From an optimization exercise on the open Yosys and OpenROAD flow, aimed at small area; shortcuts taken in it are not production practice.
In this exercise RTL edits were held to simulation tests only and were not proved equivalent to the original.
No activity file was given, so power comes from the tool's default toggle rates.

==> design/flow/design.v <==
module CRC32_D8(
	input	wire							sys_clk,
	input	wire	[7:0]					data,
	input	wire							crc_start,
	input	wire							crc_en,
	output	reg		[31:0]					crc_q,
	output	wire	[31:0]					crc_nx
);
	function [31:0] step1;
		input [31:0] c;
		input b;
	begin
		step1 = { c[30:0], 1'b0 } ^ ( ( c[31] ^ b ) ? 32'h04C1_1DB7 : 32'h0 );
	end
	endfunction
	wire	[31:0]							c = crc_start ? 32'hffff_ffff : crc_q;
	wire	[7:0]							x = c[31:24] ^ { data[0], data[1], data[2], data[3], data[4], data[5], data[6], data[7] };
	wire	[31:0]							t = step1( step1( step1( step1( step1( step1( step1( step1( { x, 24'h0 }, 1'b0 ), 1'b0 ), 1'b0 ), 1'b0 ), 1'b0 ), 1'b0 ), 1'b0 ), 1'b0 );
assign		crc_nx	=	{ c[23:0], 8'h00 } ^ t;
always @ ( posedge sys_clk ) begin
	if ( crc_en ) begin
		crc_q <= crc_nx;
	end
end
endmodule
module CRC32_D2(
	input	wire							sys_clk,
	input	wire	[1:0]					dibit,
	input	wire							shift,
	output	reg		[31:0]					crc_q,
	output	wire	[31:0]					crc_nx
);
	function [31:0] step1;
		input [31:0] c;
		input b;
	begin
		step1 = { c[30:0], 1'b0 } ^ ( ( c[31] ^ b ) ? 32'h04C1_1DB7 : 32'h0 );
	end
	endfunction
	wire	[1:0]							x = shift ? 2'b00 : crc_q[31:30] ^ { dibit[0], dibit[1] };
	wire	[31:0]							t = step1( step1( { x, 30'h0 }, 1'b0 ), 1'b0 );
assign		crc_nx	=	{ crc_q[29:0], shift, shift } ^ t;
always @ ( posedge sys_clk ) begin
	crc_q <= crc_nx;
end
endmodule
module	rmii2gmii (
	input	wire						sys_rst_n,
	input	wire						rmii_clk,
	input	wire						rmii_rxdv,
	input	wire	[1:0]				rmii_rxdata,
	output	reg							rmii_txen,
	output	wire	[1:0]				rmii_txdata,
	output	wire						rmii_rst,
	output	reg							gmii_rxdv,
	output	reg		[7:0]				gmii_rxdata,
	input	wire						gmii_txen,
	input	wire	[7:0]				gmii_txdata,
	output	wire						gmii_txbusy,
	output	wire	[1:0]				tx_phase
);
	reg									rmii_true_rxdv;
	reg		[1:0]						rmii_true_rxdata;
	reg		[1:0]						rx_data_cnt;
	reg		[1:0]						tx_data_cnt;
	reg		[7:0]						tx_data_r;
	wire								force0	= rmii_rxdv && !rmii_true_rxdv;
	wire								tx_go	= gmii_txen && !gmii_txbusy;
assign		rmii_rst		= 1'b1;
assign		gmii_txbusy		= |tx_data_cnt;
assign		tx_phase		= tx_data_cnt;
always @ ( posedge rmii_clk or negedge sys_rst_n ) begin
	if ( !sys_rst_n ) begin
		rmii_true_rxdv <= 1'b0;
	end else if ( !rmii_rxdv ) begin
		rmii_true_rxdv <= 1'b0;
	end else if ( rmii_rxdata != 2'b0 ) begin
		rmii_true_rxdv <= 1'b1;
	end
end
always @ ( posedge rmii_clk ) begin
	rmii_true_rxdata <= rmii_rxdata;
end
always @ ( posedge rmii_clk or negedge sys_rst_n ) begin
	if ( !sys_rst_n ) begin
		rx_data_cnt <= 2'd0;
	end else if ( rmii_true_rxdv ) begin
		rx_data_cnt <= rx_data_cnt + 2'd1;
	end
end
always @ ( posedge rmii_clk or negedge sys_rst_n ) begin
	if ( !sys_rst_n ) begin
		gmii_rxdv <= 1'b0;
	end else begin
		gmii_rxdv <= force0 || ( rx_data_cnt == 2'd3 );
	end
end
always @ ( posedge rmii_clk ) begin
	if ( force0 ) begin
		gmii_rxdata <= 8'h0;
	end else begin
		case ( rx_data_cnt )
			2'd0: gmii_rxdata[1:0] <= rmii_true_rxdata;
			2'd1: gmii_rxdata[3:2] <= rmii_true_rxdata;
			2'd2: gmii_rxdata[5:4] <= rmii_true_rxdata;
			2'd3: gmii_rxdata[7:6] <= rmii_true_rxdata;
		endcase
	end
end
always @ ( posedge rmii_clk or negedge sys_rst_n ) begin
	if ( !sys_rst_n ) begin
		tx_data_cnt <= 2'd0;
	end else if ( tx_go ) begin
		tx_data_cnt <= 2'd1;
	end else if ( gmii_txbusy ) begin
		tx_data_cnt <= tx_data_cnt + 2'd1;
	end
end
always @ ( posedge rmii_clk or negedge sys_rst_n ) begin
	if ( !sys_rst_n ) begin
		rmii_txen <= 1'b0;
	end else if ( !gmii_txbusy ) begin
		rmii_txen <= gmii_txen;
	end
end
always @ ( posedge rmii_clk or negedge sys_rst_n ) begin
	if ( !sys_rst_n ) begin
		tx_data_r <= 8'h0;
	end else if ( tx_go ) begin
		tx_data_r <= gmii_txdata;
	end
end
assign	rmii_txdata	=	( tx_data_cnt == 2'd1 ) ? tx_data_r[1:0] :
						( tx_data_cnt == 2'd2 ) ? tx_data_r[3:2] :
						( tx_data_cnt == 2'd3 ) ? tx_data_r[5:4] : tx_data_r[7:6];
endmodule
module eth_arp_gmii (
	input	wire							sys_clk,
	input	wire							sys_rst_n,
	input	wire							gmii_rxdv,
	input	wire	[7:0]					gmii_rxdata,
	input	wire							gmii_txbusy,
	input	wire	[1:0]					tx_phase,
	output	reg		[7:0]					gmii_txdata,
	output	reg								arp_working
);
	parameter		BOARD_MAC_ADDR			= 48'h00_11_22_33_44_55;
	parameter		BOARD_IP_ADDR			= 32'hA9_FE_01_17;
	localparam	[47:0]	ARP_HEAD	= 48'h0001_0800_0604;
	reg		[6:0]							rx_pos;
	reg		[6:0]							rx_pos_next;
	reg										m1;						 
	reg										arp_req;				 
	reg										crc_last;				 
	reg										arp_req_true;
	reg										arp_resp;
	reg		[47:0]							mac_src;
	reg		[31:0]							ip_src;
	wire									rxdv = gmii_rxdv;
	wire	[7:0]							rxd = gmii_rxdata;
always @ ( * ) begin
	if ( rx_pos <= 7'd6 ) begin
		rx_pos_next = !rxdv ? rx_pos : ( rxd == 8'h55 ) ? rx_pos + 7'd1 : 7'd0;
	end else begin
		case ( rx_pos )
			7'd7:	rx_pos_next = !rxdv ? rx_pos : ( rxd == 8'hD5 ) ? 7'd8 : 7'd0;
			7'd14:	rx_pos_next = ( m1 || arp_req ) ? 7'd15 : 7'd0;
			7'd22:	rx_pos_next = !rxdv ? rx_pos : ( m1 && rxd == 8'h06 ) ? 7'd23 : 7'd0;
			7'd29:	rx_pos_next = m1 ? 7'd30 : 7'd0;
			7'd31:	rx_pos_next = !rxdv ? rx_pos : ( m1 && rxd == 8'h01 ) ? 7'd32 : 7'd0;
			7'd73:	rx_pos_next = !rxdv ? rx_pos : 7'd0;
			default:	rx_pos_next = ( rx_pos > 7'd73 ) ? 7'd0 : !rxdv ? rx_pos : rx_pos + 7'd1;
		endcase
	end
end
always @ ( posedge sys_clk or negedge sys_rst_n ) begin
	if ( !sys_rst_n ) begin
		rx_pos <= 7'd0;
	end else begin
		rx_pos <= rx_pos_next;
	end
end
always @ ( posedge sys_clk ) begin
	if ( rxdv ) begin
		case ( rx_pos )
			7'd8:	begin m1 <= rxd == 8'hFF; arp_req <= rxd == BOARD_MAC_ADDR[47:40]; end
			7'd9:	begin m1 <= m1 && rxd == 8'hFF; arp_req <= arp_req && rxd == BOARD_MAC_ADDR[39:32]; end
			7'd10:	begin m1 <= m1 && rxd == 8'hFF; arp_req <= arp_req && rxd == BOARD_MAC_ADDR[31:24]; end
			7'd11:	begin m1 <= m1 && rxd == 8'hFF; arp_req <= arp_req && rxd == BOARD_MAC_ADDR[23:16]; end
			7'd12:	begin m1 <= m1 && rxd == 8'hFF; arp_req <= arp_req && rxd == BOARD_MAC_ADDR[15:8]; end
			7'd13:	begin m1 <= m1 && rxd == 8'hFF; arp_req <= arp_req && rxd == BOARD_MAC_ADDR[7:0]; end
			7'd21:	m1 <= rxd == 8'h08;
			7'd23:	m1 <= rxd == 8'h00;
			7'd24:	m1 <= m1 && rxd == 8'h01;
			7'd25:	m1 <= m1 && rxd == 8'h08;
			7'd26:	m1 <= m1 && rxd == 8'h00;
			7'd27:	m1 <= m1 && rxd == 8'h06;
			7'd28:	m1 <= m1 && rxd == 8'h04;
			7'd30:	m1 <= rxd == 8'h00;
			7'd48:	arp_req <= rxd == BOARD_IP_ADDR[31:24];
			7'd49:	arp_req <= arp_req && rxd == BOARD_IP_ADDR[23:16];
			7'd50:	arp_req <= arp_req && rxd == BOARD_IP_ADDR[15:8];
			7'd51:	arp_req <= arp_req && rxd == BOARD_IP_ADDR[7:0];
			default: ;
		endcase
	end
end
always @ ( posedge sys_clk ) begin
	if ( rx_pos >= 7'd15 && rx_pos <= 7'd20 && rxdv ) begin
		mac_src <= { mac_src[39:0], rxd };
	end
	if ( rx_pos >= 7'd38 && rx_pos <= 7'd41 && rxdv ) begin
		ip_src <= { ip_src[23:0], rxd };
	end
end
	wire	[31:0]							rx_crc_q;
	wire	[31:0]							rx_crc_nx;
CRC32_D8									u1_rx_CRC32_D8 (
	.sys_clk								( sys_clk		),
	.data									( rxd			),
	.crc_start								( rx_pos == 7'd8 && rxdv ),
	.crc_en									( rx_pos >= 7'd8 && rxdv ),
	.crc_q									( rx_crc_q		),
	.crc_nx									( rx_crc_nx		)
);
always @ ( posedge sys_clk or negedge sys_rst_n ) begin
	if ( !sys_rst_n ) begin
		crc_last <= 1'b0;
		arp_req_true <= 1'b0;
		arp_resp <= 1'b0;
	end else begin
		crc_last <= rx_pos == 7'd73 && rxdv && arp_req;
		arp_req_true <= crc_last && rx_crc_q == 32'hC704_DD7B;
		arp_resp <= arp_req_true;
	end
end
	reg										tx_act;
	reg		[6:0]							tx_pos;
	reg		[47:0]							tx_des_mac;
	reg		[31:0]							tx_des_ip;
	wire									tx_go = arp_working && !gmii_txbusy;
always @ ( posedge sys_clk or negedge sys_rst_n ) begin
	if ( !sys_rst_n ) begin
		tx_act <= 1'b0;
		arp_working <= 1'b0;
	end else begin
		if ( !tx_act ) begin
			tx_act <= arp_resp;
		end else if ( tx_pos == 7'd71 && tx_go ) begin
			tx_act <= 1'b0;
		end
		arp_working <= tx_act;
	end
end
always @ ( posedge sys_clk ) begin
	if ( !tx_act ) begin
		tx_pos <= 7'd0;
	end else if ( tx_go ) begin
		tx_pos <= tx_pos + 7'd1;
	end
end
always @ ( posedge sys_clk ) begin
	if ( arp_resp ) begin
		tx_des_mac <= mac_src;
		tx_des_ip <= ip_src;
	end
end
	wire	[31:0]							tx_crc_q;
	wire	[31:0]							tx_crc_nx;
	wire									tx_crc_shift = tx_pos < 7'd8 || tx_pos >= 7'd68;
CRC32_D2									u2_tx_CRC32_D2 (
	.sys_clk								( sys_clk		),
	.dibit									( tx_phase == 2'd1 ? gmii_txdata[1:0] : tx_phase == 2'd2 ? gmii_txdata[3:2] :
											  tx_phase == 2'd3 ? gmii_txdata[5:4] : gmii_txdata[7:6] ),
	.shift									( tx_crc_shift	),
	.crc_q									( tx_crc_q		),
	.crc_nx									( tx_crc_nx		)
);
	wire	[7:0]							tx_crc_byte = ~{ tx_crc_nx[24], tx_crc_nx[25], tx_crc_nx[26], tx_crc_nx[27],
															 tx_crc_nx[28], tx_crc_nx[29], tx_crc_nx[30], tx_crc_nx[31] };
	reg		[7:0]							tx_byte;
always @ ( * ) begin
	case ( tx_pos )
		7'd6:	tx_byte = 8'hD5;
		7'd7, 7'd39:	tx_byte = tx_des_mac[47:40];
		7'd8, 7'd40:	tx_byte = tx_des_mac[39:32];
		7'd9, 7'd41:	tx_byte = tx_des_mac[31:24];
		7'd10, 7'd42:	tx_byte = tx_des_mac[23:16];
		7'd11, 7'd43:	tx_byte = tx_des_mac[15:8];
		7'd12, 7'd44:	tx_byte = tx_des_mac[7:0];
		7'd13, 7'd29:	tx_byte = BOARD_MAC_ADDR[47:40];
		7'd14, 7'd30:	tx_byte = BOARD_MAC_ADDR[39:32];
		7'd15, 7'd31:	tx_byte = BOARD_MAC_ADDR[31:24];
		7'd16, 7'd32:	tx_byte = BOARD_MAC_ADDR[23:16];
		7'd17, 7'd33:	tx_byte = BOARD_MAC_ADDR[15:8];
		7'd18, 7'd34:	tx_byte = BOARD_MAC_ADDR[7:0];
		7'd19, 7'd23:	tx_byte = 8'h08;
		7'd20, 7'd25:	tx_byte = 8'h06;
		7'd22:	tx_byte = 8'h01;
		7'd26:	tx_byte = 8'h04;
		7'd28:	tx_byte = 8'h02;
		7'd35:	tx_byte = BOARD_IP_ADDR[31:24];
		7'd36:	tx_byte = BOARD_IP_ADDR[23:16];
		7'd37:	tx_byte = BOARD_IP_ADDR[15:8];
		7'd38:	tx_byte = BOARD_IP_ADDR[7:0];
		7'd45:	tx_byte = tx_des_ip[31:24];
		7'd46:	tx_byte = tx_des_ip[23:16];
		7'd47:	tx_byte = tx_des_ip[15:8];
		7'd48:	tx_byte = tx_des_ip[7:0];
		7'd67, 7'd68, 7'd69, 7'd70:	tx_byte = tx_crc_byte;
		default:	tx_byte = 8'h00;
	endcase
end
	wire									tx_load = tx_go && !( tx_pos < 7'd6 || ( tx_pos >= 7'd50 && tx_pos < 7'd67 ) );
always @ ( posedge sys_clk ) begin
	if ( !tx_act ) begin
		gmii_txdata <= arp_resp ? 8'h55 : 8'h00;
	end else if ( tx_load ) begin
		gmii_txdata <= tx_byte;
	end
end
endmodule
module udp_gmii_rx (
	input	wire							sys_clk,
	input	wire							sys_rst_n,
	input	wire							gmii_rxdv,
	input	wire	[7:0]					gmii_rxdata,
	output	reg								udp_rxstart,
	output	reg								udp_rxend,
	output	reg								udp_rxdv,
	output	reg		[7:0]					udp_rxdata,
	output	reg		[15:0]					udp_rxamount,
	output	reg		[15:0]					udp_rxnum,
	output	reg		[47:0]					pc_mac_addr,
	output	reg		[31:0]					pc_ip_addr,
	output	reg		[15:0]					pc_port,
	output	reg								pc_valid			 
);
	parameter		BOARD_MAC_ADDR			= 48'h00_11_22_33_44_55;
	parameter		BOARD_IP_ADDR			= 32'hA9_FE_01_17;
	localparam		IDLE		= 5'd0,
					SFD			= 5'd1,
					MAC_ADDR	= 5'd2,
					TYPE		= 5'd3,
					IP_TYPE		= 5'd4,
					IP_LEN		= 5'd5,
					IP_ID		= 5'd6,
					IP_SPLIT	= 5'd7,
					IP_TTL		= 5'd8,
					IP_PROTOCOL	= 5'd9,
					IP_CHECK	= 5'd10,
					IP_ADDR		= 5'd11,
					IP_FILL		= 5'd12,
					UDP_PORT	= 5'd13,
					UDP_LEN		= 5'd14,
					UDP_CHECK	= 5'd15,
					DATA		= 5'd16,
					CRC			= 5'd17;
	reg		[4:0]							state;
	reg		[4:0]							next;
	reg		[3:0]							cnt;				 
	reg		[5:0]							cnt_network;
	reg										m;					 
	reg		[47:0]							src_mac;
	reg		[31:0]							src_ip;
	reg		[15:0]							port_len;			 
	reg		[3:0]							ihl;
	reg		[15:0]							data_rem;			 
	reg										mf;
	reg										udp_continue;
	wire									rxdv = gmii_rxdv;
	wire	[7:0]							rxd = gmii_rxdata;
	wire	[5:0]							ip_header_len = { ihl, 2'b00 };
	reg										data_passed;
	wire									data_at_last = data_rem == 16'd0;
	wire									data_reached = data_at_last || data_passed;
	wire									in_payload = state == DATA || state == UDP_PORT || state == UDP_LEN || state == UDP_CHECK;
	wire									num_ok = ( udp_rxamount >= 16'hFFF8 ) || ( udp_rxnum < udp_rxamount );
	reg		[7:0]							mac_byte;
	reg		[7:0]							ip_byte;
always @ ( * ) begin
	case ( cnt[2:0] )
		3'd0: mac_byte = BOARD_MAC_ADDR[47:40];
		3'd1: mac_byte = BOARD_MAC_ADDR[39:32];
		3'd2: mac_byte = BOARD_MAC_ADDR[31:24];
		3'd3: mac_byte = BOARD_MAC_ADDR[23:16];
		3'd4: mac_byte = BOARD_MAC_ADDR[15:8];
		default: mac_byte = BOARD_MAC_ADDR[7:0];
	endcase
	case ( cnt[1:0] )
		2'd0: ip_byte = BOARD_IP_ADDR[31:24];
		2'd1: ip_byte = BOARD_IP_ADDR[23:16];
		2'd2: ip_byte = BOARD_IP_ADDR[15:8];
		default: ip_byte = BOARD_IP_ADDR[7:0];
	endcase
end
always @ ( * ) begin
	next = state;
	case ( state )
		IDLE:			if ( cnt == 4'd6 && rxdv && rxd == 8'h55 ) next = SFD;
		SFD:			if ( rxdv ) next = ( rxd == 8'hD5 ) ? MAC_ADDR : IDLE;
		MAC_ADDR:		if ( cnt == 4'd11 && rxdv ) next = m ? TYPE : IDLE;
		TYPE:			if ( cnt[0] && rxdv ) next = ( m && rxd == 8'h00 ) ? IP_TYPE : IDLE;
		IP_TYPE:		if ( cnt[0] && rxdv ) next = m ? IP_LEN : IDLE;
		IP_LEN:			if ( cnt[0] && rxdv ) next = IP_ID;
		IP_ID:			if ( cnt[0] && rxdv ) next = IP_SPLIT;
		IP_SPLIT:		if ( cnt[0] && rxdv ) next = IP_TTL;
		IP_TTL:			if ( rxdv ) next = IP_PROTOCOL;
		IP_PROTOCOL:	if ( rxdv ) next = ( rxd == 8'd17 ) ? IP_CHECK : IDLE;
		IP_CHECK:		if ( cnt[0] && rxdv ) next = IP_ADDR;
		IP_ADDR:		if ( cnt == 4'd7 && rxdv ) next = !udp_continue ? UDP_PORT : ( cnt_network < ip_header_len - 1 ) ? IP_FILL : DATA;
		IP_FILL:		next = ( cnt_network >= ip_header_len - 1 && rxdv ) ? ( udp_continue ? DATA : UDP_PORT ) : IP_ADDR;
		UDP_PORT:		if ( !m ) next = IDLE; else if ( cnt[1:0] == 2'd3 && rxdv ) next = UDP_LEN;
		UDP_LEN:		if ( cnt[0] && rxdv ) next = UDP_CHECK;
		UDP_CHECK:		if ( cnt[0] && rxdv ) next = DATA;
		DATA:			if ( data_reached && rxdv && cnt_network >= 6'd45 ) next = CRC;
		CRC:			if ( cnt[1:0] == 2'd3 && rxdv ) next = IDLE;
		default:		next = IDLE;
	endcase
end
always @ ( posedge sys_clk or negedge sys_rst_n ) begin
	if ( !sys_rst_n ) begin
		state <= IDLE;
	end else begin
		state <= next;
	end
end
always @ ( posedge sys_clk or negedge sys_rst_n ) begin
	if ( !sys_rst_n ) begin
		cnt <= 4'd0;
	end else if ( next != state ) begin
		cnt <= 4'd0;
	end else if ( state == IDLE && rxdv && rxd != 8'h55 ) begin
		cnt <= 4'd0;
	end else if ( rxdv && !( state == DATA && cnt[0] ) ) begin
		cnt <= cnt + 4'd1;				 
	end
end
always @ ( posedge sys_clk ) begin
	if ( state == IDLE || state == SFD || state == MAC_ADDR || state == TYPE || state == CRC ) begin
		cnt_network <= 6'd0;
	end else if ( cnt_network == 6'd63 ) begin
		cnt_network <= 6'd63;
	end else if ( rxdv ) begin
		cnt_network <= cnt_network + 6'd1;
	end
end
always @ ( posedge sys_clk ) begin
	if ( in_payload ) begin
		if ( rxdv && data_at_last ) begin
			data_passed <= 1'b1;
		end
	end else begin
		data_passed <= 1'b0;
	end
end
always @ ( posedge sys_clk ) begin
	if ( state == IP_LEN && rxdv ) begin
		if ( !cnt[0] ) begin
			data_rem[15:8] <= rxd;
		end else begin
			data_rem <= { data_rem[15:8], rxd } - ip_header_len - 16'd1;
		end
	end else if ( in_payload && rxdv ) begin
		data_rem <= data_rem - 16'd1;
	end
end
always @ ( posedge sys_clk ) begin
	if ( rxdv ) begin
		case ( state )
			MAC_ADDR:	if ( cnt < 4'd6 ) m <= ( cnt == 4'd0 || m ) && rxd == mac_byte;
			TYPE:		m <= rxd == 8'h08;
			IP_TYPE:	m <= rxd[7:4] == 4'h4;
			IP_ADDR:	if ( cnt[2] ) m <= ( cnt[1:0] == 2'd0 || m ) && rxd == ip_byte;
			default: ;
		endcase
	end
end
always @ ( posedge sys_clk ) begin
	if ( rxdv ) begin
		if ( state == MAC_ADDR && cnt >= 4'd6 ) begin
			src_mac <= { src_mac[39:0], rxd };
		end
		if ( state == IP_ADDR && !cnt[2] ) begin
			src_ip <= { src_ip[23:0], rxd };
		end
		if ( ( state == UDP_PORT && !cnt[1] ) || state == UDP_LEN ) begin
			port_len <= { port_len[7:0], rxd };
		end
		if ( state == IP_TYPE && !cnt[0] ) begin
			ihl <= rxd[3:0];
		end
		if ( state == IP_SPLIT && !cnt[0] ) begin
			mf <= rxd[5];
		end
	end
end
	wire									pc_refresh = state == UDP_LEN && !cnt[0] && rxdv;
always @ ( posedge sys_clk or negedge sys_rst_n ) begin
	if ( !sys_rst_n ) begin
		pc_valid <= 1'b0;
	end else if ( pc_refresh ) begin
		pc_valid <= 1'b1;
	end
end
always @ ( posedge sys_clk ) begin
	if ( pc_refresh ) begin
		pc_mac_addr <= src_mac;
		pc_ip_addr <= src_ip;
		pc_port <= port_len;
	end
end
always @ ( posedge sys_clk or negedge sys_rst_n ) begin
	if ( !sys_rst_n ) begin
		udp_rxdata <= 8'h0;
		udp_rxstart <= 1'b0;
		udp_rxend <= 1'b0;
		udp_rxdv <= 1'b0;
		udp_rxamount <= 16'd0;
		udp_rxnum <= 16'd0;
		udp_continue <= 1'b0;
	end else begin
		if ( state == DATA ) begin
			udp_rxdata <= rxd;
		end
		udp_rxstart <= !udp_continue && state == DATA && !cnt[0] && rxdv;
		udp_rxend <= !mf && state == DATA && data_at_last && rxdv;
		udp_rxdv <= state == DATA && rxdv && num_ok;
		if ( state == UDP_CHECK ) begin
			udp_rxamount <= port_len - 16'd8;
		end
		if ( udp_rxstart ) begin
			udp_rxnum <= 16'd1;
		end else if ( state == CRC && !num_ok ) begin
			udp_rxnum <= 16'd0;
		end else if ( state == DATA && rxdv && num_ok ) begin
			udp_rxnum <= udp_rxnum + 16'd1;
		end
		if ( state == CRC ) begin
			udp_continue <= mf;
		end
	end
end
endmodule
module udp_gmii_tx(
	input	wire							sys_clk,
	input	wire							sys_rst_n,
	input	wire							gmii_txbusy,
	input	wire	[1:0]					tx_phase,
	output	wire							gmii_txen,
	output	reg		[7:0]					gmii_txdata,
	input	wire							udp_txstart,
	input	wire	[15:0]					udp_txamount,
	input	wire	[7:0]					udp_txdata,
	output	wire							udp_txreq,
	output	reg								udp_txbusy,
	input	wire	[47:0]					pc_mac_r,
	input	wire	[31:0]					pc_ip_r,
	input	wire	[15:0]					pc_port_r,
	input	wire							pc_valid
);
	wire	[47:0]							pc_mac_addr = pc_mac_r;
	wire	[31:0]							pc_ip_addr = pc_ip_r;
	wire	[15:0]							pc_port = pc_port_r;
	parameter		BOARD_MAC_ADDR			= 48'h00_11_22_33_44_55;
	parameter		BOARD_IP_ADDR			= 32'hA9_FE_01_17;
	localparam		IDLE		= 5'd0,
					HEAD		= 5'd1,
					MAC_ADDR	= 5'd2,
					TYPE		= 5'd3,
					IP_TYPE		= 5'd4,
					IP_LEN		= 5'd5,
					IP_ID		= 5'd6,
					IP_SPLIT	= 5'd7,
					IP_TTL		= 5'd8,
					IP_PROTOCOL	= 5'd9,
					IP_CHECK	= 5'd10,
					IP_ADDR		= 5'd11,
					UDP_PORT	= 5'd12,
					UDP_LEN		= 5'd13,
					UDP_CHECK	= 5'd14,
					DATA		= 5'd15,
					CRC			= 5'd16,
					WAIT		= 5'd17;
	reg		[4:0]							state;
	reg		[4:0]							next;
	reg		[10:0]							cnt;				 
	reg		[15:0]							ip_id;
	reg		[15:0]							ip_checksum;
	reg		[15:0]							udp_rest;
	reg										udp_continue;
	reg										mf;
	reg		[12:0]							offset;
	wire									go = gmii_txen && !gmii_txbusy;
	wire									start = udp_txstart && !udp_txbusy;
	wire									rest_big = udp_rest > 16'd1480;
	wire	[15:0]							ip_data_len = rest_big ? 16'd1500 : udp_rest + 16'd20;
	wire	[15:0]							cnt_next = { 5'd0, cnt } + 16'd1;
	wire									rest_reached = cnt_next >= udp_rest;
	wire									data_end = rest_big ? ( cnt >= 11'd1479 ) : ( udp_rest < 16'd26 ) ? ( cnt >= 11'd25 ) : rest_reached;
	wire									udp_hdr = state == UDP_PORT || state == UDP_LEN || state == UDP_CHECK;
assign		gmii_txen		=	state != IDLE && state != WAIT;
assign		udp_txreq		=	( ( state == IP_ADDR && cnt[2:0] == 3'd7 && udp_continue ) || ( state == UDP_CHECK && cnt[0] ) ||
								  ( state == DATA && ( udp_rest == 16'd0 || !rest_reached ) && cnt < 11'd1479 ) ) && go;
always @ ( * ) begin
	next = state;
	case ( state )
		IDLE:			if ( start || udp_continue ) next = HEAD;
		HEAD:			if ( cnt[2:0] == 3'd7 && go ) next = MAC_ADDR;
		MAC_ADDR:		if ( cnt[3:0] == 4'd11 && go ) next = TYPE;
		TYPE:			if ( cnt[0] && go ) next = IP_TYPE;
		IP_TYPE:		if ( cnt[0] && go ) next = IP_LEN;
		IP_LEN:			if ( cnt[0] && go ) next = IP_ID;
		IP_ID:			if ( cnt[0] && go ) next = IP_SPLIT;
		IP_SPLIT:		if ( cnt[0] && go ) next = IP_TTL;
		IP_TTL:			if ( go ) next = IP_PROTOCOL;
		IP_PROTOCOL:	if ( go ) next = IP_CHECK;
		IP_CHECK:		if ( cnt[0] && go ) next = IP_ADDR;
		IP_ADDR:		if ( cnt[2:0] == 3'd7 && go ) next = udp_continue ? DATA : UDP_PORT;
		UDP_PORT:		if ( cnt[1:0] == 2'd3 && go ) next = UDP_LEN;
		UDP_LEN:		if ( cnt[0] && go ) next = UDP_CHECK;
		UDP_CHECK:		if ( cnt[0] && go ) next = DATA;
		DATA:			if ( data_end && go ) next = CRC;
		CRC:			if ( cnt[1:0] == 2'd3 && go ) next = WAIT;
		WAIT:			if ( cnt[4:0] == 5'd31 ) next = IDLE;
		default:		next = IDLE;
	endcase
end
always @ ( posedge sys_clk or negedge sys_rst_n ) begin
	if ( !sys_rst_n ) begin
		state <= IDLE;
	end else begin
		state <= next;
	end
end
always @ ( posedge sys_clk ) begin
	if ( next != state && !( udp_hdr && ( next == UDP_LEN || next == UDP_CHECK || next == DATA ) ) ) begin
		cnt <= 11'd0;
	end else if ( go || state == WAIT ) begin
		cnt <= cnt + 11'd1;
	end
end
always @ ( posedge sys_clk or negedge sys_rst_n ) begin
	if ( !sys_rst_n ) begin
		udp_txbusy <= 1'b0;
		ip_id <= 16'd0;
		udp_continue <= 1'b0;
	end else begin
		if ( udp_txstart ) begin
			udp_txbusy <= 1'b1;
		end else if ( state == IDLE && !udp_continue ) begin
			udp_txbusy <= 1'b0;
		end
		if ( start ) begin
			ip_id <= ip_id + 16'd1;
		end
		if ( state == DATA ) begin
			udp_continue <= rest_big;
		end
	end
end
	wire									sum_first = state == HEAD;
	wire	[17:0]							sum = ( sum_first ? ( rest_big ? 16'h3603 : 16'h303B ) : ip_checksum ) +
												  ( sum_first ? ( rest_big ? 16'h0 : udp_rest ) : pc_valid ? pc_ip_addr[31:16] : 16'h0 ) +
												  ( sum_first ? ip_id : pc_valid ? pc_ip_addr[15:0] : 16'h0 );
	wire	[16:0]							sum1 = sum[17:16] + sum[15:0];
always @ ( posedge sys_clk ) begin
	if ( start ) begin
		udp_rest <= udp_txamount + 16'd8;
	end else if ( state == CRC && cnt[1:0] == 2'd0 && go && rest_big ) begin
		udp_rest <= udp_rest - 16'd1480;
	end
	if ( state == TYPE && cnt[0] && go ) begin
		mf <= rest_big;
		offset <= udp_continue ? offset + 13'd185 : 13'd0;
	end
	if ( ( state == IP_SPLIT && cnt[0] || sum_first ) && go ) begin
		ip_checksum <= sum1[15:0] + sum1[16];
	end
end
	wire	[31:0]							crc_q;
	wire	[31:0]							crc_nx;
CRC32_D2									u1_CRC32_D2 (
	.sys_clk								( sys_clk		),
	.dibit									( tx_phase == 2'd1 ? gmii_txdata[1:0] : tx_phase == 2'd2 ? gmii_txdata[3:2] :
											  tx_phase == 2'd3 ? gmii_txdata[5:4] : gmii_txdata[7:6] ),
	.shift									( state == HEAD || state == CRC	),
	.crc_q									( crc_q			),
	.crc_nx									( crc_nx		)
);
	reg		[7:0]							tx_byte;
always @ ( * ) begin
	tx_byte = 8'h00;
	case ( state )
		HEAD:			tx_byte = cnt[0] ? pc_mac_addr[47:40] : 8'hD5;
		MAC_ADDR: begin
			case ( cnt[3:0] )
				4'd0: tx_byte = pc_mac_addr[39:32];
				4'd1: tx_byte = pc_mac_addr[31:24];
				4'd2: tx_byte = pc_mac_addr[23:16];
				4'd3: tx_byte = pc_mac_addr[15:8];
				4'd4: tx_byte = pc_mac_addr[7:0];
				4'd5: tx_byte = BOARD_MAC_ADDR[47:40];
				4'd6: tx_byte = BOARD_MAC_ADDR[39:32];
				4'd7: tx_byte = BOARD_MAC_ADDR[31:24];
				4'd8: tx_byte = BOARD_MAC_ADDR[23:16];
				4'd9: tx_byte = BOARD_MAC_ADDR[15:8];
				4'd10: tx_byte = BOARD_MAC_ADDR[7:0];
				default: tx_byte = 8'h08;
			endcase
		end
		TYPE:			tx_byte = cnt[0] ? 8'h45 : 8'h00;
		IP_TYPE:		tx_byte = cnt[0] ? ip_data_len[15:8] : 8'h00;
		IP_LEN:			tx_byte = cnt[0] ? ip_id[15:8] : ip_data_len[7:0];
		IP_ID:			tx_byte = cnt[0] ? { 2'b00, mf, offset[12:8] } : ip_id[7:0];
		IP_SPLIT:		tx_byte = cnt[0] ? 8'h40 : offset[7:0];
		IP_TTL:			tx_byte = 8'd17;
		IP_PROTOCOL:	tx_byte = ~ip_checksum[15:8];
		IP_CHECK:		tx_byte = cnt[0] ? BOARD_IP_ADDR[31:24] : ~ip_checksum[7:0];
		IP_ADDR: begin
			case ( cnt[2:0] )
				3'd0: tx_byte = BOARD_IP_ADDR[23:16];
				3'd1: tx_byte = BOARD_IP_ADDR[15:8];
				3'd2: tx_byte = BOARD_IP_ADDR[7:0];
				3'd3: tx_byte = pc_ip_addr[31:24];
				3'd4: tx_byte = pc_ip_addr[23:16];
				3'd5: tx_byte = pc_ip_addr[15:8];
				3'd6: tx_byte = pc_ip_addr[7:0];
				default: tx_byte = udp_continue ? udp_txdata : pc_port[15:8];
			endcase
		end
		UDP_PORT: begin
			case ( cnt[1:0] )
				2'd0: tx_byte = pc_port[7:0];
				2'd1: tx_byte = pc_port[15:8];
				2'd2: tx_byte = pc_port[7:0];
				default: tx_byte = udp_rest[15:8];
			endcase
		end
		UDP_LEN:		tx_byte = cnt[0] ? 8'h00 : udp_rest[7:0];
		UDP_CHECK:		tx_byte = cnt[0] ? udp_txdata : 8'h00;
		DATA, CRC:		tx_byte = ( state == DATA && !data_end ) ? udp_txdata : ( state == CRC && cnt[1:0] == 2'd3 ) ? 8'h00 :
									  ~{ crc_nx[24], crc_nx[25], crc_nx[26], crc_nx[27], crc_nx[28], crc_nx[29], crc_nx[30], crc_nx[31] };
		default: ;
	endcase
end
	wire									pc_sel = ( state == HEAD && cnt[0] ) || ( state == MAC_ADDR && cnt[3:0] < 4'd5 ) ||
													 ( state == IP_ADDR && ( cnt[2:0] == 3'd7 ? !udp_continue : cnt[2:0] >= 3'd3 ) ) ||
													 ( state == UDP_PORT && cnt[1:0] != 2'd3 );
	wire	[7:0]							tx_byte_v = ( pc_sel && !pc_valid ) ? 8'h00 : tx_byte;
	wire									tx_load = go && ( state != HEAD || cnt[2:1] == 2'b11 );
always @ ( posedge sys_clk ) begin
	if ( state == IDLE ) begin
		gmii_txdata <= ( udp_txstart || udp_continue ) ? 8'h55 : 8'h00;
	end else if ( state == WAIT ) begin
		gmii_txdata <= 8'h00;
	end else if ( tx_load ) begin
		gmii_txdata <= tx_byte_v;
	end
end
endmodule
module eth_rmii(
	input	wire						sys_rst_n,
	input	wire						rmii_clk,
	input	wire						rmii_rxdv,
	input	wire	[1:0]				rmii_rxdata,
	output	wire						rmii_txen,
	output	wire	[1:0]				rmii_txdata,
	output	wire						rmii_rst,
	output	wire						udp_rxstart,
	output	wire						udp_rxend,
	output	wire						udp_rxdv,
	output	wire	[7:0]				udp_rxdata,
	output	wire	[15:0]				udp_rxamount,
	output	wire	[15:0]				udp_rxnum,
	input	wire						udp_txstart,
	input	wire	[15:0]				udp_txamount,
	input	wire	[7:0]				udp_txdata,
	output	wire						udp_txreq,
	output	wire						udp_txbusy
);
	wire								gmii_rxdv;
	wire	[7:0]						gmii_rxdata;
	wire								gmii_txen;
	wire	[7:0]						gmii_txdata;
	wire								gmii_txbusy;
	wire	[1:0]						tx_phase;
	wire	[7:0]						arp_gmii_txdata;
	wire								arp_working;
	wire								udp_gmii_txen;
	wire	[7:0]						udp_gmii_txdata;
	wire	[47:0]						pc_mac_addr;
	wire	[31:0]						pc_ip_addr;
	wire	[15:0]						pc_port;
	wire								pc_valid;
rmii2gmii								u1_rmii2gmii (
	.sys_rst_n							( sys_rst_n			),
	.rmii_clk							( rmii_clk			),
	.rmii_rxdv							( rmii_rxdv			),
	.rmii_rxdata						( rmii_rxdata		),
	.rmii_txen							( rmii_txen			),
	.rmii_txdata						( rmii_txdata		),
	.rmii_rst							( rmii_rst			),
	.gmii_rxdv							( gmii_rxdv			),
	.gmii_rxdata						( gmii_rxdata		),
	.gmii_txen							( gmii_txen			),
	.gmii_txdata						( gmii_txdata		),
	.gmii_txbusy						( gmii_txbusy		),
	.tx_phase							( tx_phase			)
);
eth_arp_gmii							u2_eth_arp_gmii (
	.sys_clk							( rmii_clk			),
	.sys_rst_n							( sys_rst_n			),
	.gmii_rxdv							( gmii_rxdv			),
	.gmii_rxdata						( gmii_rxdata		),
	.gmii_txbusy						( gmii_txbusy		),
	.tx_phase							( tx_phase			),
	.gmii_txdata						( arp_gmii_txdata	),
	.arp_working						( arp_working		)
);
udp_gmii_rx								u3_udp_gmii_rx (
	.sys_clk							( rmii_clk			),
	.sys_rst_n							( sys_rst_n			),
	.gmii_rxdv							( gmii_rxdv			),
	.gmii_rxdata						( gmii_rxdata		),
	.udp_rxstart						( udp_rxstart		),
	.udp_rxend							( udp_rxend			),
	.udp_rxdv							( udp_rxdv			),
	.udp_rxdata							( udp_rxdata		),
	.udp_rxamount						( udp_rxamount		),
	.udp_rxnum							( udp_rxnum			),
	.pc_mac_addr						( pc_mac_addr		),
	.pc_ip_addr							( pc_ip_addr		),
	.pc_port							( pc_port			),
	.pc_valid							( pc_valid			)
);
udp_gmii_tx								u4_udp_gmii_tx (
	.sys_clk							( rmii_clk			),
	.sys_rst_n							( sys_rst_n			),
	.gmii_txbusy						( gmii_txbusy		),
	.tx_phase							( tx_phase			),
	.gmii_txen							( udp_gmii_txen		),
	.gmii_txdata						( udp_gmii_txdata	),
	.udp_txstart						( udp_txstart		),
	.udp_txamount						( udp_txamount		),
	.udp_txdata							( udp_txdata		),
	.udp_txreq							( udp_txreq			),
	.udp_txbusy							( udp_txbusy		),
	.pc_mac_r							( pc_mac_addr		),
	.pc_ip_r							( pc_ip_addr		),
	.pc_port_r							( pc_port			),
	.pc_valid							( pc_valid			)
);
assign		gmii_txdata		=	arp_working ? arp_gmii_txdata :
								udp_txbusy ? udp_gmii_txdata : 8'h0;
assign		gmii_txen		=	arp_working || ( udp_txbusy && udp_gmii_txen );
endmodule
==> design/flow/flow/run.sh <==
#!/bin/bash
# Layout flow: the standard flow (standard.sh) with three changes.
#  1. Synthesis maps the logic for area: no full/half adder cell extraction
#     (ADDER_MAP_FILE empty) and ABC's default mapping script instead of the
#     ORFS speed script. Every step before ABC is the standard one, so the
#     registers are the standard synthesis's, with the same names and cells.
#  2. The port buffers use the smallest buffer cell.
# Each tool's full output goes to standard.log in this folder (plus ORFS's own logs).
set -euo pipefail
HERE=$(pwd)
sed -e 's#^\(\s*\)log_cmd abc {\*}$abc_args#\1log_cmd abc {*}$lib_args {*}$lib_dont_use_args#' \
  "$FLOW_HOME/scripts/synth.tcl" > "$HERE/synth_area.tcl"
grep -q 'log_cmd abc {\*}$lib_args {\*}$lib_dont_use_args' "$HERE/synth_area.tcl"
sed -e "s#source \$::env(SCRIPTS_DIR)/synth.tcl#source $HERE/synth_area.tcl#" synth_recipe.tcl > "$HERE/synth_recipe_area.tcl"
grep -q "source $HERE/synth_area.tcl" "$HERE/synth_recipe_area.tcl"
sed -e "s#SYNTH_SCRIPT=[^ ]*#SYNTH_SCRIPT=$HERE/synth_recipe_area.tcl#" standard.sh > "$HERE/standard_area.sh"
grep -q "SYNTH_SCRIPT=$HERE/synth_recipe_area.tcl" "$HERE/standard_area.sh"
export ADDER_MAP_FILE=
export BUFFER_PORTS_ARGS="-buffer_cell sky130_fd_sc_hd__buf_1"
bash "$HERE/standard_area.sh" > standard.log 2>&1
==> design/flow/standard.sh <==
#!/bin/bash
# synth_recipe.tcl (not shown) runs the flow's synth.tcl, then flattens the netlist and writes it again
# the make line also repeats each setting of config.mk as NAME=value (left out here)
make -C /OpenROAD-flow-scripts/flow DESIGN_CONFIG=/design/flow/config.mk WORK_HOME=/design/flow/orfs CLKGATE_MAP_FILE= SYNTH_SCRIPT=/design/flow/synth_recipe.tcl "${@:-finish}"
==> design/flow/config.mk <==
export PLATFORM = sky130hd
export DESIGN_NAME = eth_rmii
export DESIGN_NICKNAME = eth_rmii
export VERILOG_FILES = /design/flow/design.v
export SDC_FILE = /design/flow/constraint.sdc
export NUM_CORES = 4
export LEC_CHECK = 0
export CAP_MARGIN = 20
export CORE_MARGIN = 2
export CORE_UTILIZATION = 70
export CTS_BUF_LIST = sky130_fd_sc_hd__clkbuf_16
export CTS_CLUSTER_DIAMETER = 100
export CTS_CLUSTER_SIZE = 24
export SLEW_MARGIN = 20
==> design/flow/constraint.sdc <==
create_clock -name core_clock -period 10.0 [get_ports {rmii_clk}]
set_input_delay 2.0000 -clock core_clock [delete_from_list [all_inputs] [get_ports {rmii_clk}]]
set_output_delay 2.0000 -clock core_clock [all_outputs]
set_load 0.01 [all_outputs]
==> results by group, run 1 <==
Run status
  • Outcome: no timing/DRC/antenna violations

Clock tree
  • Post-CTS resize count: 0
  • Hold-fix buffers at CTS: 0
  • # Post-CTS Setup Buffers: 0
  • Clock Latency Late Sink: 0.59 ns
  • CTS Buf Count: 34
  • Clock Tree Buf Depth: 3
  • Clock root buffer: clkbuf_16
  • Clock Sinks: 673
  • Clock transition at path regs: 0.10 ns
  • TritonCTS clock tree: built
  • H-tree levels: 2

Worst setup path
  • CP endpoint kind: register
  • CP Launch Type: register
  • Peak fanout along the critical path: 13
  • Worst R2R Path Depth: 25
  • Setup CP Type: reg2reg
  • CP Data Arrival Time: 9.67 ns
  • Worst EP required: approximately 10 ns

STA
  • Unrepaired setup endpoints after global routing: no
  • Final hold vios: 0
  • Max-slew headroom: a little under a quarter
  • Actual slew at the worst max-slew pin: between 1 and 1.5 ns
  • Slew Limit Fails: 0
  • Max Fclk: between 100 and 150 MHz
  • Final worst path period need: slightly above 9 ns
  • Fin crit share: 93.1%
  • Final setup fails: 0
  • Skew final: around 0.019 ns
  • TNS Setup: 0 ns

Global routing
  • Initial antenna violation count: 3
  • Grt total ovfl: 0
  • Gr usage total: between 30% and 40%
  • Largest net degree at the start of global routing: just over 80
  • Vias in the first global route: between 20000 and 25000
  • Global-route wire length before repair: around 130000 µm

Cells and area
  • Final core utilization: about three quarters
  • Synthesis-to-finish area growth: 8.39%
  • Fill count: roughly 2600
  • Final net count: 2786
  • Layout cell share with drive strength beyond 1: under 10%

Yosys
  • Synthesized Nets: 2622
  • Post-synth ARST share: between 10% and 20%
  • Cells after synthesis: roughly 2600
  • Most common cell in the netlist: edfxtp_1
  • Post-synthesis sequential area ratio: 61.8%
  • Synth Flop Type: edfxtp_1
  • Share of the synthesized area in the top cell type: 46.7%
  • Number of synthesized flops with an enable pin: 470
  • Yosys warns: 6
  • Syn_area_per_cell: about 12 µm²
  • #FFs+latches synth: a little under 700
  • Post-Syn Area: around 0.030 mm²
  • Synth unique cells: 71
  • Leading area contributor after synthesis: edfxtp_1
  • Top post-synthesis cells by area: edfxtp_1 (47%), dfrtp_1 (8.6%), dfxtp_1 (6.6%), xnor2_1 (4.2%), nor2_1 (3.2%)
  • Synth cell count leaders: edfxtp_1 (470), nor2_1 (259), nand2_1 (250), a21oi_1 (148), xnor2_1 (146)

Die
  • Boundary pin count: between 70 and 80
  • Die Y: ~210 µm
  • Initial core utilization: just over 70%
  • Die area: 0.0449 mm²
  • Core region area: between 0.04 and 0.05 mm²
  • Row Count: 76
  • Chip Width: between 200 and 250 µm

Detailed routing
  • DR WL/cell: roughly 26 µm
  • DRT antenna net count: 0
  • Final WL: approximately 86000 µm
  • Vias per inst: 6.93
  • Initial drt markers: 3677
  • DRT Pass-1 Iters: 6
  • Via Count: 23400
  • DR DRC count: 0

Power and ir drop
  • Worst VDD drop: 0.680 mV
  • Pwr dens: between 200 and 300 mW/mm²
  • Lkg Pwr: 0.0113 µW

Placed design
  • PortBufs: a little under 80
  • Detail Placement HPWL: slightly below 60000 µm
  • Routability cong.: between 0.9 and 1

Flow run
  • Max-cap violation count: 0

Worst hold path
  • Min-Delay Path Class: reg2reg
  • Hold depth: 0
## sequential cells by signal (all words and copies together), names as in the netlist, 48 cells and up
| signal | cells |
|---|---|
| u2_eth_arp_gmii.mac_src | 48 |
| u3_udp_gmii_rx.src_mac | 48 |
| u3_udp_gmii_rx.pc_mac_addr | 48 |
| u2_eth_arp_gmii.tx_des_mac | 48 |
## layout make-up
cell class / instances / area [µm²] / share of cell area [%]
Sequential cell: 673 / 18700 / 57.1
Multi-Input combinational cell: 1865 / 11400 / 34.9
Clock buffer: 35 / 876 / 2.67
Tap cell: 585 / 732 / 2.23
Timing Repair Buffer: 129 / 683 / 2.08
Inverter: 53 / 199 / 0.607
Clock inverter: 27 / 136 / 0.416
Antenna cell: 1 / 2.50 / 0.00763
## layer usage
metal,global-route usage [%],routed length (µm)
met5,0,26
met3,6.81,8170
met1,50.7,32600
met4,16.6,3890
met2,62.9,41400
## final timing paths
| kind | start | endpoint | slack [ns] |
|---|---|---|---|
| max in group asynchronous | sys_rst_n | u2_eth_arp_gmii.arp_resp$_DFF_PN0_ | 7.06 |
| worst max register to register | u4_udp_gmii_tx.udp_rest[4]$_DFFE_PP_ | u4_udp_gmii_tx.ip_checksum[15]$_DFFE_PP_ | 0.69 |
| worst min register to register | u2_eth_arp_gmii.u2_tx_CRC32_D2.crc_q[19]$_DFF_P_ | u2_eth_arp_gmii.u2_tx_CRC32_D2.crc_q[21]$_DFF_P_ | 0.34 |
| worst max-delay path | u4_udp_gmii_tx.udp_rest[4]$_DFFE_PP_ | u4_udp_gmii_tx.ip_checksum[15]$_DFFE_PP_ | 0.69 |
| min in group asynchronous | sys_rst_n | u4_udp_gmii_tx.ip_id[5]$_DFFE_PN0P_ | 1.44 |
| worst min-delay path | u2_eth_arp_gmii.u2_tx_CRC32_D2.crc_q[19]$_DFF_P_ | u2_eth_arp_gmii.u2_tx_CRC32_D2.crc_q[21]$_DFF_P_ | 0.34 |
## critical path, stage by stage (launching register included)
cell	delay [ns]
edfxtp_1	0.62
nor3_1	0.38
o21bai_1	0.23
a211o_1	0.42
a211oi_1	0.43
nor4_1	0.15
nor3_1	0.29
maj3_1	0.28
maj3_1	0.23
o21bai_1	0.11
maj3_1	0.41
maj3_1	0.41
maj3_1	0.41
maj3_1	0.41
maj3_1	0.41
maj3_1	0.42
a211oi_1	0.34
o41ai_1	0.19
o21ai_0	0.45
a41oi_1	0.39
nor4_1	0.52
nor4b_2	0.47
nand4_1	0.25
nor4_1	0.56
nand2_1	0.13
xnor2_1	0.14
## power breakdown
group | internal (µW) | switching [µW] | total (µW)
sequential | 3640 | 364 | 4000
combinational | 1220 | 1950 | 3180
clock | 654 | 882 | 1540
## metrics by stage
step,setup WS (ns),instances,hold slack (ns),power (µW),cell area (µm²)
3_5_place_dp,0.524,3305,0.315,7110,31700
5_1_grt,0.0346,3367,0.351,9050,32800
3_3_place_gp,0.740,3305,0.314,6950,31700
4_1_cts,0.504,3367,0.339,8650,32700
6_report,0.686,3368,0.336,8710,32800
2_1_floorplan,1.07,2592,0.310,6180,30200
## logic make-up after synthesis
family / share of synthesized area [%]
buf+inv: 0.683
simple gates: 15.1
compound gates: 13.3
flops: 61.8
xor+xnor: 7.27
mux: 1.13
other cells: 0.0124
fa+ha+maj: 0.629
## cell usage in the layout, fill, tap and decap left out, types with 11 or more instances in the layout
master,instances
o22ai_1,27
or3_1,22
dfrtp_1,103
nand3_1,75
o21ai_0,132
inv_1,21
clkbuf_16,35
mux2i_1,16
a221oi_1,24
and3_1,34
dfxtp_1,98
nor3_1,86
nand2b_1,33
or2_0,16
o211ai_1,15
xor2_1,100
a222oi_1,15
nor4_1,37
a21oi_1,147
buf_4,52
a31oi_1,48
and2_0,30
nand4_1,26
o31ai_1,16
maj3_1,19
a21o_1,11
edfxtp_1,470
xnor2_1,146
a22o_1,13
a22oi_1,44
nor2_1,257
a211oi_1,33
nand2_1,250
o21a_1,18
nor2b_1,24
clkinv_1,53
buf_1,76
==> run 2, diff against run 1 <==
--- a/design/flow/design.v
+++ b/design/flow/design.v
@@ -1,7 +1,7 @@
 module CRC32_D8(
 	input	wire							sys_clk,
 	input	wire	[7:0]					data,
-	input	wire							crc_start,
+	input	wire							shift,				 
 	input	wire							crc_en,
 	output	reg		[31:0]					crc_q,
 	output	wire	[31:0]					crc_nx
@@ -13,10 +13,9 @@
 		step1 = { c[30:0], 1'b0 } ^ ( ( c[31] ^ b ) ? 32'h04C1_1DB7 : 32'h0 );
 	end
 	endfunction
-	wire	[31:0]							c = crc_start ? 32'hffff_ffff : crc_q;
-	wire	[7:0]							x = c[31:24] ^ { data[0], data[1], data[2], data[3], data[4], data[5], data[6], data[7] };
+	wire	[7:0]							x = shift ? 8'h00 : crc_q[31:24] ^ { data[0], data[1], data[2], data[3], data[4], data[5], data[6], data[7] };
 	wire	[31:0]							t = step1( step1( step1( step1( step1( step1( step1( step1( { x, 24'h0 }, 1'b0 ), 1'b0 ), 1'b0 ), 1'b0 ), 1'b0 ), 1'b0 ), 1'b0 ), 1'b0 );
-assign		crc_nx	=	{ c[23:0], 8'h00 } ^ t;
+assign		crc_nx	=	{ crc_q[23:0], { 8 { shift } } } ^ t;
 always @ ( posedge sys_clk ) begin
 	if ( crc_en ) begin
 		crc_q <= crc_nx;
@@ -218,8 +217,8 @@
 CRC32_D8									u1_rx_CRC32_D8 (
 	.sys_clk								( sys_clk		),
 	.data									( rxd			),
-	.crc_start								( rx_pos == 7'd8 && rxdv ),
-	.crc_en									( rx_pos >= 7'd8 && rxdv ),
+	.shift									( rx_pos <= 7'd6	),
+	.crc_en									( rx_pos != 7'd7 && rxdv ),
 	.crc_q									( rx_crc_q		),
 	.crc_nx									( rx_crc_nx		)
 );
@@ -564,26 +563,13 @@
 	wire	[15:0]							pc_port = pc_port_r;
 	parameter		BOARD_MAC_ADDR			= 48'h00_11_22_33_44_55;
 	parameter		BOARD_IP_ADDR			= 32'hA9_FE_01_17;
-	localparam		IDLE		= 5'd0,
-					HEAD		= 5'd1,
-					MAC_ADDR	= 5'd2,
-					TYPE		= 5'd3,
-					IP_TYPE		= 5'd4,
-					IP_LEN		= 5'd5,
-					IP_ID		= 5'd6,
-					IP_SPLIT	= 5'd7,
-					IP_TTL		= 5'd8,
-					IP_PROTOCOL	= 5'd9,
-					IP_CHECK	= 5'd10,
-					IP_ADDR		= 5'd11,
-					UDP_PORT	= 5'd12,
-					UDP_LEN		= 5'd13,
-					UDP_CHECK	= 5'd14,
-					DATA		= 5'd15,
-					CRC			= 5'd16,
-					WAIT		= 5'd17;
-	reg		[4:0]							state;
-	reg		[4:0]							next;
+	localparam		IDLE		= 3'd0,
+					HDR			= 3'd1,
+					DATA		= 3'd2,
+					CRC			= 3'd3,
+					WAIT		= 3'd4;
+	reg		[2:0]							state;
+	reg		[2:0]							next;
 	reg		[10:0]							cnt;				 
 	reg		[15:0]							ip_id;
 	reg		[15:0]							ip_checksum;
@@ -598,28 +584,14 @@
 	wire	[15:0]							cnt_next = { 5'd0, cnt } + 16'd1;
 	wire									rest_reached = cnt_next >= udp_rest;
 	wire									data_end = rest_big ? ( cnt >= 11'd1479 ) : ( udp_rest < 16'd26 ) ? ( cnt >= 11'd25 ) : rest_reached;
-	wire									udp_hdr = state == UDP_PORT || state == UDP_LEN || state == UDP_CHECK;
 assign		gmii_txen		=	state != IDLE && state != WAIT;
-assign		udp_txreq		=	( ( state == IP_ADDR && cnt[2:0] == 3'd7 && udp_continue ) || ( state == UDP_CHECK && cnt[0] ) ||
+assign		udp_txreq		=	( ( state == HDR && ( cnt[5:0] == 6'd41 && udp_continue || cnt[5:0] == 6'd49 ) ) ||
 								  ( state == DATA && ( udp_rest == 16'd0 || !rest_reached ) && cnt < 11'd1479 ) ) && go;
 always @ ( * ) begin
 	next = state;
 	case ( state )
-		IDLE:			if ( start || udp_continue ) next = HEAD;
-		HEAD:			if ( cnt[2:0] == 3'd7 && go ) next = MAC_ADDR;
-		MAC_ADDR:		if ( cnt[3:0] == 4'd11 && go ) next = TYPE;
-		TYPE:			if ( cnt[0] && go ) next = IP_TYPE;
-		IP_TYPE:		if ( cnt[0] && go ) next = IP_LEN;
-		IP_LEN:			if ( cnt[0] && go ) next = IP_ID;
-		IP_ID:			if ( cnt[0] && go ) next = IP_SPLIT;
-		IP_SPLIT:		if ( cnt[0] && go ) next = IP_TTL;
-		IP_TTL:			if ( go ) next = IP_PROTOCOL;
-		IP_PROTOCOL:	if ( go ) next = IP_CHECK;
-		IP_CHECK:		if ( cnt[0] && go ) next = IP_ADDR;
-		IP_ADDR:		if ( cnt[2:0] == 3'd7 && go ) next = udp_continue ? DATA : UDP_PORT;
-		UDP_PORT:		if ( cnt[1:0] == 2'd3 && go ) next = UDP_LEN;
-		UDP_LEN:		if ( cnt[0] && go ) next = UDP_CHECK;
-		UDP_CHECK:		if ( cnt[0] && go ) next = DATA;
+		IDLE:			if ( start || udp_continue ) next = HDR;
+		HDR:			if ( ( cnt[5:0] == 6'd41 && udp_continue || cnt[5:0] == 6'd49 ) && go ) next = DATA;
 		DATA:			if ( data_end && go ) next = CRC;
 		CRC:			if ( cnt[1:0] == 2'd3 && go ) next = WAIT;
 		WAIT:			if ( cnt[4:0] == 5'd31 ) next = IDLE;
@@ -634,8 +606,8 @@
 	end
 end
 always @ ( posedge sys_clk ) begin
-	if ( next != state && !( udp_hdr && ( next == UDP_LEN || next == UDP_CHECK || next == DATA ) ) ) begin
-		cnt <= 11'd0;
+	if ( next != state ) begin
+		cnt <= ( state == HDR && !udp_continue ) ? 11'd8 : 11'd0;
 	end else if ( go || state == WAIT ) begin
 		cnt <= cnt + 11'd1;
 	end
@@ -659,7 +631,7 @@
 		end
 	end
 end
-	wire									sum_first = state == HEAD;
+	wire									sum_first = state == HDR && cnt[5:3] == 3'd0;
 	wire	[17:0]							sum = ( sum_first ? ( rest_big ? 16'h3603 : 16'h303B ) : ip_checksum ) +
 												  ( sum_first ? ( rest_big ? 16'h0 : udp_rest ) : pc_valid ? pc_ip_addr[31:16] : 16'h0 ) +
 												  ( sum_first ? ip_id : pc_valid ? pc_ip_addr[15:0] : 16'h0 );
@@ -670,11 +642,11 @@
 	end else if ( state == CRC && cnt[1:0] == 2'd0 && go && rest_big ) begin
 		udp_rest <= udp_rest - 16'd1480;
 	end
-	if ( state == TYPE && cnt[0] && go ) begin
+	if ( state == HDR && cnt[5:0] == 6'd21 && go ) begin
 		mf <= rest_big;
 		offset <= udp_continue ? offset + 13'd185 : 13'd0;
 	end
-	if ( ( state == IP_SPLIT && cnt[0] || sum_first ) && go ) begin
+	if ( ( state == HDR && cnt[5:0] == 6'd29 || sum_first ) && go ) begin
 		ip_checksum <= sum1[15:0] + sum1[16];
 	end
 end
@@ -684,7 +656,7 @@
 	.sys_clk								( sys_clk		),
 	.dibit									( tx_phase == 2'd1 ? gmii_txdata[1:0] : tx_phase == 2'd2 ? gmii_txdata[3:2] :
 											  tx_phase == 2'd3 ? gmii_txdata[5:4] : gmii_txdata[7:6] ),
-	.shift									( state == HEAD || state == CRC	),
+	.shift									( sum_first || state == CRC	),
 	.crc_q									( crc_q			),
 	.crc_nx									( crc_nx		)
 );
@@ -692,63 +664,61 @@
 always @ ( * ) begin
 	tx_byte = 8'h00;
 	case ( state )
-		HEAD:			tx_byte = cnt[0] ? pc_mac_addr[47:40] : 8'hD5;
-		MAC_ADDR: begin
-			case ( cnt[3:0] )
-				4'd0: tx_byte = pc_mac_addr[39:32];
-				4'd1: tx_byte = pc_mac_addr[31:24];
-				4'd2: tx_byte = pc_mac_addr[23:16];
-				4'd3: tx_byte = pc_mac_addr[15:8];
-				4'd4: tx_byte = pc_mac_addr[7:0];
-				4'd5: tx_byte = BOARD_MAC_ADDR[47:40];
-				4'd6: tx_byte = BOARD_MAC_ADDR[39:32];
-				4'd7: tx_byte = BOARD_MAC_ADDR[31:24];
-				4'd8: tx_byte = BOARD_MAC_ADDR[23:16];
-				4'd9: tx_byte = BOARD_MAC_ADDR[15:8];
-				4'd10: tx_byte = BOARD_MAC_ADDR[7:0];
-				default: tx_byte = 8'h08;
-			endcase
-		end
-		TYPE:			tx_byte = cnt[0] ? 8'h45 : 8'h00;
-		IP_TYPE:		tx_byte = cnt[0] ? ip_data_len[15:8] : 8'h00;
-		IP_LEN:			tx_byte = cnt[0] ? ip_id[15:8] : ip_data_len[7:0];
-		IP_ID:			tx_byte = cnt[0] ? { 2'b00, mf, offset[12:8] } : ip_id[7:0];
-		IP_SPLIT:		tx_byte = cnt[0] ? 8'h40 : offset[7:0];
-		IP_TTL:			tx_byte = 8'd17;
-		IP_PROTOCOL:	tx_byte = ~ip_checksum[15:8];
-		IP_CHECK:		tx_byte = cnt[0] ? BOARD_IP_ADDR[31:24] : ~ip_checksum[7:0];
-		IP_ADDR: begin
-			case ( cnt[2:0] )
-				3'd0: tx_byte = BOARD_IP_ADDR[23:16];
-				3'd1: tx_byte = BOARD_IP_ADDR[15:8];
-				3'd2: tx_byte = BOARD_IP_ADDR[7:0];
-				3'd3: tx_byte = pc_ip_addr[31:24];
-				3'd4: tx_byte = pc_ip_addr[23:16];
-				3'd5: tx_byte = pc_ip_addr[15:8];
-				3'd6: tx_byte = pc_ip_addr[7:0];
-				default: tx_byte = udp_continue ? udp_txdata : pc_port[15:8];
-			endcase
-		end
-		UDP_PORT: begin
-			case ( cnt[1:0] )
-				2'd0: tx_byte = pc_port[7:0];
-				2'd1: tx_byte = pc_port[15:8];
-				2'd2: tx_byte = pc_port[7:0];
-				default: tx_byte = udp_rest[15:8];
+		HDR: begin
+			case ( cnt[5:0] )
+				6'd6:	tx_byte = 8'hD5;
+				6'd7:	tx_byte = pc_mac_addr[47:40];
+				6'd8:	tx_byte = pc_mac_addr[39:32];
+				6'd9:	tx_byte = pc_mac_addr[31:24];
+				6'd10:	tx_byte = pc_mac_addr[23:16];
+				6'd11:	tx_byte = pc_mac_addr[15:8];
+				6'd12:	tx_byte = pc_mac_addr[7:0];
+				6'd13:	tx_byte = BOARD_MAC_ADDR[47:40];
+				6'd14:	tx_byte = BOARD_MAC_ADDR[39:32];
+				6'd15:	tx_byte = BOARD_MAC_ADDR[31:24];
+				6'd16:	tx_byte = BOARD_MAC_ADDR[23:16];
+				6'd17:	tx_byte = BOARD_MAC_ADDR[15:8];
+				6'd18:	tx_byte = BOARD_MAC_ADDR[7:0];
+				6'd19:	tx_byte = 8'h08;
+				6'd21:	tx_byte = 8'h45;
+				6'd23:	tx_byte = ip_data_len[15:8];
+				6'd24:	tx_byte = ip_data_len[7:0];
+				6'd25:	tx_byte = ip_id[15:8];
+				6'd26:	tx_byte = ip_id[7:0];
+				6'd27:	tx_byte = { 2'b00, mf, offset[12:8] };
+				6'd28:	tx_byte = offset[7:0];
+				6'd29:	tx_byte = 8'h40;
+				6'd30:	tx_byte = 8'd17;
+				6'd31:	tx_byte = ~ip_checksum[15:8];
+				6'd32:	tx_byte = ~ip_checksum[7:0];
+				6'd33:	tx_byte = BOARD_IP_ADDR[31:24];
+				6'd34:	tx_byte = BOARD_IP_ADDR[23:16];
+				6'd35:	tx_byte = BOARD_IP_ADDR[15:8];
+				6'd36:	tx_byte = BOARD_IP_ADDR[7:0];
+				6'd37:	tx_byte = pc_ip_addr[31:24];
+				6'd38:	tx_byte = pc_ip_addr[23:16];
+				6'd39:	tx_byte = pc_ip_addr[15:8];
+				6'd40:	tx_byte = pc_ip_addr[7:0];
+				6'd41:	tx_byte = udp_continue ? udp_txdata : pc_port[15:8];
+				6'd42:	tx_byte = pc_port[7:0];
+				6'd43:	tx_byte = pc_port[15:8];
+				6'd44:	tx_byte = pc_port[7:0];
+				6'd45:	tx_byte = udp_rest[15:8];
+				6'd46:	tx_byte = udp_rest[7:0];
+				6'd49:	tx_byte = udp_txdata;
+				default:	tx_byte = 8'h00;
 			endcase
 		end
-		UDP_LEN:		tx_byte = cnt[0] ? 8'h00 : udp_rest[7:0];
-		UDP_CHECK:		tx_byte = cnt[0] ? udp_txdata : 8'h00;
 		DATA, CRC:		tx_byte = ( state == DATA && !data_end ) ? udp_txdata : ( state == CRC && cnt[1:0] == 2'd3 ) ? 8'h00 :
 									  ~{ crc_nx[24], crc_nx[25], crc_nx[26], crc_nx[27], crc_nx[28], crc_nx[29], crc_nx[30], crc_nx[31] };
 		default: ;
 	endcase
 end
-	wire									pc_sel = ( state == HEAD && cnt[0] ) || ( state == MAC_ADDR && cnt[3:0] < 4'd5 ) ||
-													 ( state == IP_ADDR && ( cnt[2:0] == 3'd7 ? !udp_continue : cnt[2:0] >= 3'd3 ) ) ||
-													 ( state == UDP_PORT && cnt[1:0] != 2'd3 );
+	wire									pc_sel = ( state == HDR && ( ( cnt[5:0] >= 6'd7 && cnt[5:0] <= 6'd12 ) ||
+																		 ( cnt[5:0] >= 6'd37 && cnt[5:0] <= 6'd40 ) ||
+																		 ( cnt[5:0] >= 6'd41 && cnt[5:0] <= 6'd44 && !udp_continue ) ) );
 	wire	[7:0]							tx_byte_v = ( pc_sel && !pc_valid ) ? 8'h00 : tx_byte;
-	wire									tx_load = go && ( state != HEAD || cnt[2:1] == 2'b11 );
+	wire									tx_load = go && !( state == HDR && cnt[5:0] < 6'd6 );
 always @ ( posedge sys_clk ) begin
 	if ( state == IDLE ) begin
 		gmii_txdata <= ( udp_txstart || udp_continue ) ? 8'h55 : 8'h00;
--- a/design/flow/config.mk
+++ b/design/flow/config.mk
@@ -7,7 +7,7 @@
 export LEC_CHECK = 0
 export CAP_MARGIN = 20
 export CORE_MARGIN = 2
-export CORE_UTILIZATION = 70
+export CORE_UTILIZATION = 75
 export CTS_BUF_LIST = sky130_fd_sc_hd__clkbuf_16
 export CTS_CLUSTER_DIAMETER = 100
 export CTS_CLUSTER_SIZE = 24
==> run 2 against run 1 <==
Compared with the run above:
- still clean
- via count shrank 0.39%
- hold slack lost 0.0032 ns
- power shrank 2.3%
- first-iteration DRC count grew 12%
- maximum frequency shrank 3.6%
- non-clock buffer count grew 5
- largest cell class unchanged
==> results by group, run 2 <==
Yosys
  • Number of synthesized flops with an enable pin: 481 (+2.3%)
  • Synth Flop Type: edfxtp_1
  • Yosys warns: 6 (unchanged)
  • Share of the synthesized area in the top cell type: 48.5% (+1.9 points)
  • Simple-Gate Fraction of Synth Area: 14.7% (-0.41 points)
  • Most common cell in the netlist: edfxtp_1

STA
  • Max Fclk: 104 MHz (-3.6%)
  • Slew Limit Fails: 0 (unchanged)
  • Final setup fails: 0 (unchanged)
  • Final worst path period need: 9.66 ns (+0.344 ns)
  • Min Hold Slack: 0.333 ns (-0.00315 ns)

Die
  • Die area: 0.0413 mm² (-8.0%)
  • Chip Width: 203 µm (-4.1%)
  • Boundary pin count: 79 (unchanged)

Clock tree
  • CTS Buf Count: 31 (-8.8%)
  • Clock Sinks: 671 (-0.30%)
  • # Post-CTS Setup Buffers: 0 (unchanged)

Run status
  • Outcome: no timing/DRC/antenna violations

Detailed routing
  • Initial drt markers: 4110 (+12%)
  • DR DRC count: 0 (unchanged)

Cells and area
  • Antenna Cells: 0 (-1)
  • Final Non-Filler Cells: 3218 (-4.5%)

Placed design
  • Placed cells: 3159 (-4.4%)
  • Detail Placement HPWL: 58200 µm (-2.4%)
  • Dpl cell area: 0.0312 mm² (-1.7%)

Worst setup path
  • CP endpoint: u4_udp_gmii_tx.ip_checksum[15]$_DFFE_PP_
  • CP Depth: 30 (+20%)
  • CP startpoint: u4_udp_gmii_tx.udp_rest[5]$_DFFE_PP_
  • Peak fanout along the critical path: 12 (-1)
  • Worst EP required: 10.38 ns (+0.03 ns)
  • Max stage delay on crit path: 0.77 ns (+0.15 ns)

Global routing
  • Gr usage total: 41.2% (+2.9 points)
  • Initial antenna violation count: 1 (-2)
  • Vias in the first global route: 22300 (+1.6%)
[run 2: cell count changes after synthesis, sizes merged, moves of 17 or more]
cell,change
a31oi,-19
o21ai,+23
a21oi,-18
nor4,-17
nand2,+27
nand4,+18
nor2,-53
a211oi,-18
[run 2: routing by layer]
| metal | global-route usage, % | share of wire, % |
|---|---|---|
| met5 | 0 | 0.015 |
| met4 | 16.5 | 4.9 |
| met3 | 7.91 | 12 |
| met2 | 66.6 | 47 |
| met1 | 56.0 | 36 |
[run 2: where the power goes]
part | internal (µW) | switching [µW] | total (µW) | leakage [µW]
registers | 3580 | 389 | 3970 | 0.00650
clock network | 584 | 854 | 1440 | 0.000538
logic | 1120 | 1990 | 3110 | 0.00412
total | 5290 | 3230 | 8520 | 0.0112
[run 2: metrics by stage]
stage / util, % / worst slack, ns
after CTS: 82.5 / 0.292
after global routing: 82.6 / 0.0311
after floorplan: - / 0.0179
after global placement: 80.2 / 0.868
after detailed placement: 80.2 / 0.360
final: 82.6 / 0.342
[run 2: cell families after synthesis]
kind of cell | count (synthesis)
adders and majority gates | 24
xor gates and xnor gates | 232
and+or+nand+nor | 917
DFF | 671
AOI/OAI and AO/OA | 595
muxes | 19
other | 1
buffers and inverters | 50
[run 2: final cells by class]
class	count	area, µm²
Clock buffer	31	776
Clock inverter	27	131
Fill cell	2026	6790
Inverter	49	184
Multi-Input combinational cell	1788	10900
Sequential cell	671	18800
Tap cell	518	648
Timing Repair Buffer	134	724
[run 2: worst min-delay path by stage]
stage                                                      from                                               end  slack (ns)  cells past startpoint
2_1_floorplan  u2_eth_arp_gmii.u2_tx_CRC32_D2.crc_q[12]$_DFF_P_  u2_eth_arp_gmii.u2_tx_CRC32_D2.crc_q[14]$_DFF_P_        0.31                      0
3_3_place_gp   u2_eth_arp_gmii.u2_tx_CRC32_D2.crc_q[13]$_DFF_P_  u2_eth_arp_gmii.u2_tx_CRC32_D2.crc_q[15]$_DFF_P_        0.32                      0
3_5_place_dp       u4_udp_gmii_tx.u1_CRC32_D2.crc_q[16]$_DFF_P_      u4_udp_gmii_tx.u1_CRC32_D2.crc_q[18]$_DFF_P_        0.31                      0
4_1_cts        u2_eth_arp_gmii.u2_tx_CRC32_D2.crc_q[19]$_DFF_P_  u2_eth_arp_gmii.u2_tx_CRC32_D2.crc_q[21]$_DFF_P_        0.33                      0
5_1_grt            u4_udp_gmii_tx.u1_CRC32_D2.crc_q[16]$_DFF_P_      u4_udp_gmii_tx.u1_CRC32_D2.crc_q[18]$_DFF_P_        0.35                      0
6_report       u2_eth_arp_gmii.u2_tx_CRC32_D2.crc_q[19]$_DFF_P_  u2_eth_arp_gmii.u2_tx_CRC32_D2.crc_q[21]$_DFF_P_        0.33                      0

Setup slack of run 2, layout unchanged: 0.342 ns with ideal ports, 0.342 ns with driving cells assumed (clock clkbuf_16, inputs buf_2), 0.342 ns with port delays also shifted by the 0.689 ns mid clock arrival.
